This is an optimization exercise on Yosys and OpenROAD, whose aim is small area, not a production implementation.
Only simulation tests tie the RTL to the original design; equivalence was not proved.

==> module muldiv, before the edit <==
module muldiv (
    input  wire        clk,
    input  wire        resetn,
    input  wire [31:0] a,
    input  wire [31:0] b,
    input  wire [2:0]  funct3,
    input  wire        valid,
    input  wire        pre,           
    input  wire        ext_we,        
    input  wire [31:0] ext_d,
    output logic [31:0] result,       
    output logic        ready
);
  localparam logic [1:0] IDLE = 2'd0, BUSY = 2'd1, FIN = 2'd2;
  logic [1:0]  state;
  logic [4:0]  cnt;
  logic [63:0] R;
  wire is_div   = funct3[2];
  wire is_rem   = funct3[1];             
  wire d_signed = ~funct3[0];            
  wire m_sa     = (funct3[1:0] == 2'b01) | (funct3[1:0] == 2'b10);
  wire m_sb     = (funct3[1:0] == 2'b01);
  wire start = (state == IDLE) & valid & ~ready;
  wire        d_neg   = d_signed & b[31];
  wire [31:0] rem_nxt = {R[62:32], R[31]};
  wire        div_busy = is_div && (state == BUSY);
  logic [31:0] m_x;
  logic        m_s;
  logic [6:0]  m_d;
  logic        m_d8;
  logic [33:0] m_h;
  wire         m_top = m_sb & b[31];
  always_comb begin
    if (is_div) begin
      m_x  = (state == BUSY) ? b : ((state == FIN) ? (is_rem ? R[63:32] : R[31:0]) : a);
      m_s  = 1'b0;
      m_d  = (div_busy && d_neg) ? 7'd1 : 7'h7f;
      m_d8 = !(div_busy && d_neg);
      m_h  = div_busy ? {2'b00, rem_nxt} : 34'd0;
    end else begin
      m_x  = a;
      m_s  = m_sa & a[31];
      case (state)
        BUSY:    m_d = b[20:14];
        FIN:     m_d = b[27:21];
        default: m_d = ready ? {m_top, m_top, m_top, b[31:28]} : (pre ? b[6:0] : b[13:7]);
      endcase
      m_d8 = ready & m_top;
      m_h  = pre ? 34'd0 : R[61:28];
    end
  end
  wire [40:0] m_y;
  mul_step mul_step_I (
      .a (m_x),
      .s (m_s),
      .d (m_d),
      .d8(m_d8),
      .h (m_h),
      .y (m_y)
  );
  wire        q       = d_neg ? m_y[32] : !m_y[40];
  wire [31:0] d_s     = m_y[31:0];
  wire [31:0] neg_out = m_y[31:0];    
  wire neg_fix = d_signed & (is_rem ? a[31] : ((a[31] ^ b[31]) & (|b)));
  always_ff @(posedge clk) begin
    if (!resetn) begin
      state <= IDLE;
      ready <= 1'b0;
      cnt   <= 5'd0;
    end else begin
      case (state)
        IDLE: begin
          ready <= 1'b0;
          if (start) begin
            state <= BUSY;
            cnt   <= 5'd0;
          end
        end
        BUSY: begin
          cnt <= cnt + 5'd1;
          if (!is_div || (&cnt)) state <= FIN;
        end
        FIN: begin
          ready <= 1'b1;
          state <= IDLE;
        end
        default: state <= IDLE;
      endcase
    end
  end
  wire [31:0] mul_result = (funct3[1:0] == 2'b00) ? {m_y[3:0], R[27:0]} : m_y[35:4];
  wire div_neg = (state == FIN) ? neg_fix : (d_signed & a[31]);
  always_ff @(posedge clk) begin
    if (ready && !is_div) begin
      R[31:0] <= mul_result;
    end else if (ext_we) begin
      R[31:0] <= ext_d;
    end else if (is_div) begin
      if (start || state == FIN) begin
        R[31:0] <= div_neg ? m_y[31:0] : m_x;
      end else if (state == BUSY) begin
        R[31:0] <= {R[30:0], q};
      end
      if (start) begin
        R[63:32] <= 32'd0;
      end else if (state == BUSY) begin
        R[63:32] <= q ? d_s : rem_nxt;
      end
    end else begin
      if (pre || start || state == BUSY || state == FIN) begin
        R[61:28] <= m_y[40:7];
        R[27:0]  <= {m_y[6:0], R[27:7]};
      end
    end
  end
  assign result = R[31:0];
endmodule
Settings: LEC_CHECK=0, ABC_AREA=1, CAP_MARGIN=20, CORE_MARGIN=2, CORE_UTILIZATION=40, CTS_CLUSTER_DIAMETER=100, CTS_CLUSTER_SIZE=24, PLACE_DENSITY=0.6, SLEW_MARGIN=30; clock period 25.0 ns.
standard.sh (not shown) runs the stock make flow with config.mk's settings and CLKGATE_MAP_FILE= SYNTH_SCRIPT=/design/flow/synth_recipe.tcl, a recipe that flattens the netlist after the stock synthesis.
==> flow/flow/run.sh <==
#!/bin/bash
# Layout flow: the standard layout (standard.sh, unchanged synthesis,
# floorplan, power grid and placement) with two changes to how the layout
# is made:
#   - clock tree synthesis without dummy loads (same clustering as
#     config.mk's CTS_CLUSTER_SIZE / CTS_CLUSTER_DIAMETER)
#   - the input/output port buffers use sky130_fd_sc_hd__buf_2
# Every tool's output goes to a log file in this folder (make's output to
# flow_make.log; ORFS keeps each step's log under orfs/logs/).
set -euo pipefail
export CTS_ARGS="-sink_clustering_enable -repair_clock_nets -sink_clustering_size 24 -sink_clustering_max_diameter 100 -dont_use_dummy_load"
export BUFFER_PORTS_ARGS="-buffer_cell sky130_fd_sc_hd__buf_2"
bash standard.sh finish > flow_make.log 2>&1
The first run passed the timing, design-rule and antenna checks.
Edit:
--- a/flow/design.v
+++ b/flow/design.v
@@ -553,21 +553,28 @@
     end
   end
-  wire [31:0] mul_result = (funct3[1:0] == 2'b00) ? {m_y[3:0], R[27:0]} : m_y[35:4];
-  wire div_neg = (state == FIN) ? neg_fix : (d_signed & a[31]);
+  logic [31:0] fin_result;
+  always_comb begin
+    if (is_div)
+      fin_result = is_rem ? R[63:32] : R[31:0];
+    else if (funct3[1:0] == 2'b00)
+      fin_result = {m_y[3:0], R[27:0]};
+    else
+      fin_result = m_y[35:4];
+  end
   always_ff @(posedge clk) begin
-    if (ready && !is_div) begin
-      R[31:0] <= mul_result;
+    if (ready) begin
+      R[31:0] <= fin_result;
     end else if (ext_we) begin
       R[31:0] <= ext_d;
     end else if (is_div) begin
-      if (start || state == FIN) begin
-        R[31:0] <= div_neg ? m_y[31:0] : m_x;
-      end else if (state == BUSY) begin
-        R[31:0] <= {R[30:0], q};
-      end
       if (start) begin
+        R[31:0]  <= (d_signed & a[31]) ? neg_out : a;
         R[63:32] <= 32'd0;
       end else if (state == BUSY) begin
+        R[31:0]  <= {R[30:0], q};
         R[63:32] <= q ? d_s : rem_nxt;
+      end else if (state == FIN && neg_fix) begin
+        if (is_rem) R[63:32] <= neg_out;
+        else        R[31:0]  <= neg_out;
       end
     end else begin
After rerunning: Maximum frequency rises by about 1.1%. Wire length rises by about 2.7%. Hold slack is worse by 0.022 ns. Setup slack is better by 0.27 ns. Die area rises by 0.38%. Global-route usage rises by 0.59 points. Utilization barely changes. Sequential share of layout area falls by 0.24 points. Synthesized area rises by about 0.4%. Cell count hardly moves. Count of clock-buffer cells in the layout rises by 2. Non-clock buffer count rises by 9.

separate check: timing with driven ports:
No port has a modelled driver above. Below, the same layouts with a new extraction and two added sets of constraints. Step 1, drivers: a clkbuf_16 drives clk and a buf_2 each remaining input, both assumed. Step 2 times the ports against the registers' clock, not the clock port: input delays grow and output delays shrink by t, the midpoint of the rising clock arrivals with the driver on. Three values: no drivers, after step 1, after step 2; two values: the first two.
| run | t, ns | slack for setup (ns) | clock arrival spread, ns | worst data-port slew with drivers (ns) | cell pins on the clock port's net |
|---|---|---|---|---|---|
| the first run | 1.071 | 0.776 / 0.650 / 0.650 | 0.158 / 0.159 | 0.47 | 1 |
| the second run | 1.046 | 1.046 / 0.976 / 0.976 | 0.145 / 0.145 | 0.24 | 1 |
After both steps setup and hold are still met in every run listed. The setup slack of the first run, which loses most, moves by -0.126 ns with the drivers and by -0.126 ns with both steps.
